This design comes from an exercise in tuning for small area, a short achievable clock period and few clock cycles per item on the open sky130 flow, not from production work.
Function was checked by simulation only, so behaviour that the tests miss may differ from the original.
Power and IR drop assume default switching activity.

// scr_search
module scr_search(clk,rst,start,R_fixed,angle1,adder,error,X,Y,done);
Size in the first run: ~2,100 cells after synthesis, ~49 I/O pins, about 15,000 um2 of cells after synthesis.
Settings: LEC_CHECK=0, CAP_MARGIN=20, CORE_MARGIN=2, CORE_UTILIZATION=15, PLACE_DENSITY=0.3, SETUP_SLACK_MARGIN=5, SLEW_MARGIN=20; clock period 12.0 ns.
standard.sh (not shown) runs the stock make flow with config.mk's settings and CLKGATE_MAP_FILE= SYNTH_SCRIPT=/design/flow/synth_recipe.tcl, a recipe that flattens the netlist after the stock synthesis.
==> flow/flow/run.sh <==
#!/bin/bash
set -euo pipefail
export BUFFER_PORTS_ARGS="-buffer_cell sky130_fd_sc_hd__buf_2"
sed 's/SETUP_SLACK_MARGIN=[0-9.]*/SETUP_SLACK_MARGIN=6.5/' standard.sh > standard_m.sh
grep -q 'SETUP_SLACK_MARGIN=6.5' standard_m.sh
bash standard_m.sh > standard_flow.log 2>&1
The starting point completed without violations.
Testbench counts at the start, summed over its fixed seeds: cycles 384, queries 384.
==> next run, changes <==
==> flow/flow/run.sh (replaced) <==
#!/bin/bash
# The standard layout (the standard.sh, unchanged synthesis and steps), with one change:
# the port buffers that global placement inserts are plain buffers instead of the default cell.
set -euo pipefail
export BUFFER_PORTS_ARGS="-buffer_cell sky130_fd_sc_hd__buf_2"
bash standard.sh > standard_flow.log 2>&1
Effect: Count of clock-buffer cells in the layout went up by 2. Sequential share of layout area rises by 3.1 points. Register-to-register slack is better by 0.07 ns.
==> next run, changes <==
==> flow/flow/run.sh (replaced) <==
#!/bin/bash
set -euo pipefail
export BUFFER_PORTS_ARGS="-buffer_cell sky130_fd_sc_hd__buf_2"
sed 's/SETUP_SLACK_MARGIN=[0-9.]*/SETUP_SLACK_MARGIN=5.5/' standard.sh > standard_m.sh
grep -q 'SETUP_SLACK_MARGIN=5.5' standard_m.sh
bash standard_m.sh > standard_flow.log 2>&1
Effect: Worst setup slack gets better by 0.42 ns. Routed wire length stays flat. Hold slack hardly moves. Final area is higher slightly. Total power is higher slightly.

========
Setup of before:
scr_search, a different RTL version from the one above (not shown whole).
Size in the first run: roughly 3000 cells after synthesis, about 9 flip-flops, ~49 I/O pins, about 18000 um^2 of cells after synthesis.
Settings: LEC_CHECK=0, CAP_MARGIN=20, CORE_MARGIN=2, CORE_UTILIZATION=15, PLACE_DENSITY=0.3, SLEW_MARGIN=20; clock period 12.0 ns.
run.sh (not shown) runs the stock make flow with config.mk's settings and CLKGATE_MAP_FILE= SYNTH_SCRIPT=/design/flow/synth_recipe.tcl, a recipe that flattens the netlist after the stock synthesis.
Stock flow here: none of the scripts above is used.
before did not stop at any stage, and its layout met the timing, DRC and antenna checks.
Testbench counts of before, summed over its fixed seeds: cycles 384, queries 384.
What after does differently from before at the input level:
- ABC_AREA now 1, previously not set
Results
after: full flow OK, the timing, DRC and antenna checks passed. Looking at first-pass GRT wire length across both flows, after is the weaker of the two, with before ahead. [compare] base=before new=after: number of logic stages on the critical path including buffering has increased; initial standard-cell utilization of the core has remained practically unchanged; largest net degree at the start of global routing has decreased. Of after and before, it is after that has the higher worst setup slack after layout. Compared with before, after instantiates a larger number of standard cells. Against before, after reports a per-instance average area after synthesis that is lower. From before to after the numbers moved as follows: fraction of final layout cells with drive strength greater than 1 fell 8.4 points; worst hold slack decreased 0.0065 ns; sequential portion of the cell area essentially unchanged.

========
scr_search, a different RTL version from the one above (not shown whole).
Size in the first run: roughly 2900 cells after synthesis, about 63 flip-flops, about 49 I/O pins, about 15000 um2 of cells after synthesis.
// scr_search
module scr_search(clk,rst,start,R_fixed,angle1,adder,error,X,Y,done);
Settings: LEC_CHECK=0, ABC_AREA=1, CAP_MARGIN=0, CORE_MARGIN=2, CORE_UTILIZATION=20, PLACE_DENSITY=0.4, SETUP_SLACK_MARGIN=5, SLEW_MARGIN=0; clock period 12.0 ns.
standard.sh (not shown) runs the stock make flow with config.mk's settings and CLKGATE_MAP_FILE= SYNTH_SCRIPT=/design/flow/synth_recipe.tcl, a recipe that flattens the netlist after the stock synthesis.
==> flow/flow/run.sh <==
#!/bin/bash
set -euo pipefail
export BUFFER_PORTS_ARGS="-buffer_cell sky130_fd_sc_hd__buf_2"
sed 's/SETUP_SLACK_MARGIN=[0-9.]*/SETUP_SLACK_MARGIN=6.25/' standard.sh > standard_m.sh
grep -q 'SETUP_SLACK_MARGIN=6.25' standard_m.sh
bash standard_m.sh > standard_flow.log 2>&1
Testbench counts at the start, summed over its fixed seeds: cycles 384, queries 384.
Change:
==> flow/flow/run.sh (replaced) <==
#!/bin/bash
set -euo pipefail
export BUFFER_PORTS_ARGS="-buffer_cell sky130_fd_sc_hd__buf_2"
sed 's/SETUP_SLACK_MARGIN=[0-9.]*/SETUP_SLACK_MARGIN=5.5/' standard.sh > standard_m.sh
grep -q 'SETUP_SLACK_MARGIN=5.5' standard_m.sh
bash standard_m.sh > standard_flow.log 2>&1
ABC_AREA = default   (was 1)
CAP_MARGIN = 20   (was 0)
CORE_UTILIZATION = 15   (was 20)
PLACE_DENSITY = 0.3   (was 0.4)
SLEW_MARGIN = 20   (was 0)
Effect: Via count drops by roughly a tenth; register-to-register slack is better by 0.04 ns; synthesized area drops by a few percent; first-iteration DRC count drops by about a fifth; setup slack is worse by 0.79 ns; hold slack is better by 0.022 ns; final area drops by a few percent; global-route usage drops by 4.8 points; final cell count drops by about a fifth.
Change:
ABC_AREA = 1   (was default)
GPL_TIMING_DRIVEN = 0   (was default)
=>
- clock power fell by roughly a tenth
- fmax rose by a few percent
- die area rose by a few percent
- sequential power rose by a few percent

-- afterwards: timing with drivers on the ports --
How much do the figures lean on ideal ports? The routed layouts below were timed once more, with nothing changed but the port constraints. Step 1 assumes that a clkbuf_16 drives the clock port and a buf_2 every other input. Step 2 moves the port delays by t, midway between the first and last clock arrival at a register: inputs arrive t later, outputs are due t later. That takes back most of the time a late clock gives input paths. Slacks: ideal / step 1 / step 2; pairs: ideal / step 1.
run	shift t [ns]	slack for setup (ns)	worst setup path after step 2	slew at the worst register clock pin (ns)	cell pins on the clock port's net
the first run of note 1	0.398	5.846 / 5.798 / 5.743	input to register	0.06 / 0.06	1
the second run of note 1	0.392	4.963 / 4.987 / 4.595	input to register	0.06 / 0.06	1
the third run of note 1	0.392	5.385 / 5.409 / 5.018	input to register	0.06 / 0.06	1
before	0.258	0.533 / 0.530 / 0.272	input to register	0.04 / 0.04	1
after	0.252	1.121 / 1.124 / 0.872	input to register	0.04 / 0.04	1
the first run of note 3	0.396	6.203 / 6.156 / 5.877	input to register	0.06 / 0.06	1
the second run of note 3	0.389	5.411 / 5.432 / 5.044	input to register	0.06 / 0.06	1
the third run of note 3	0.402	5.588 / 5.606 / 5.204	input to register	0.06 / 0.06	1
After both steps setup and hold are still met in every run listed. The setup slack of the third run of note 3, which loses most, moves by +0.018 ns with the drivers and by -0.384 ns with both steps.
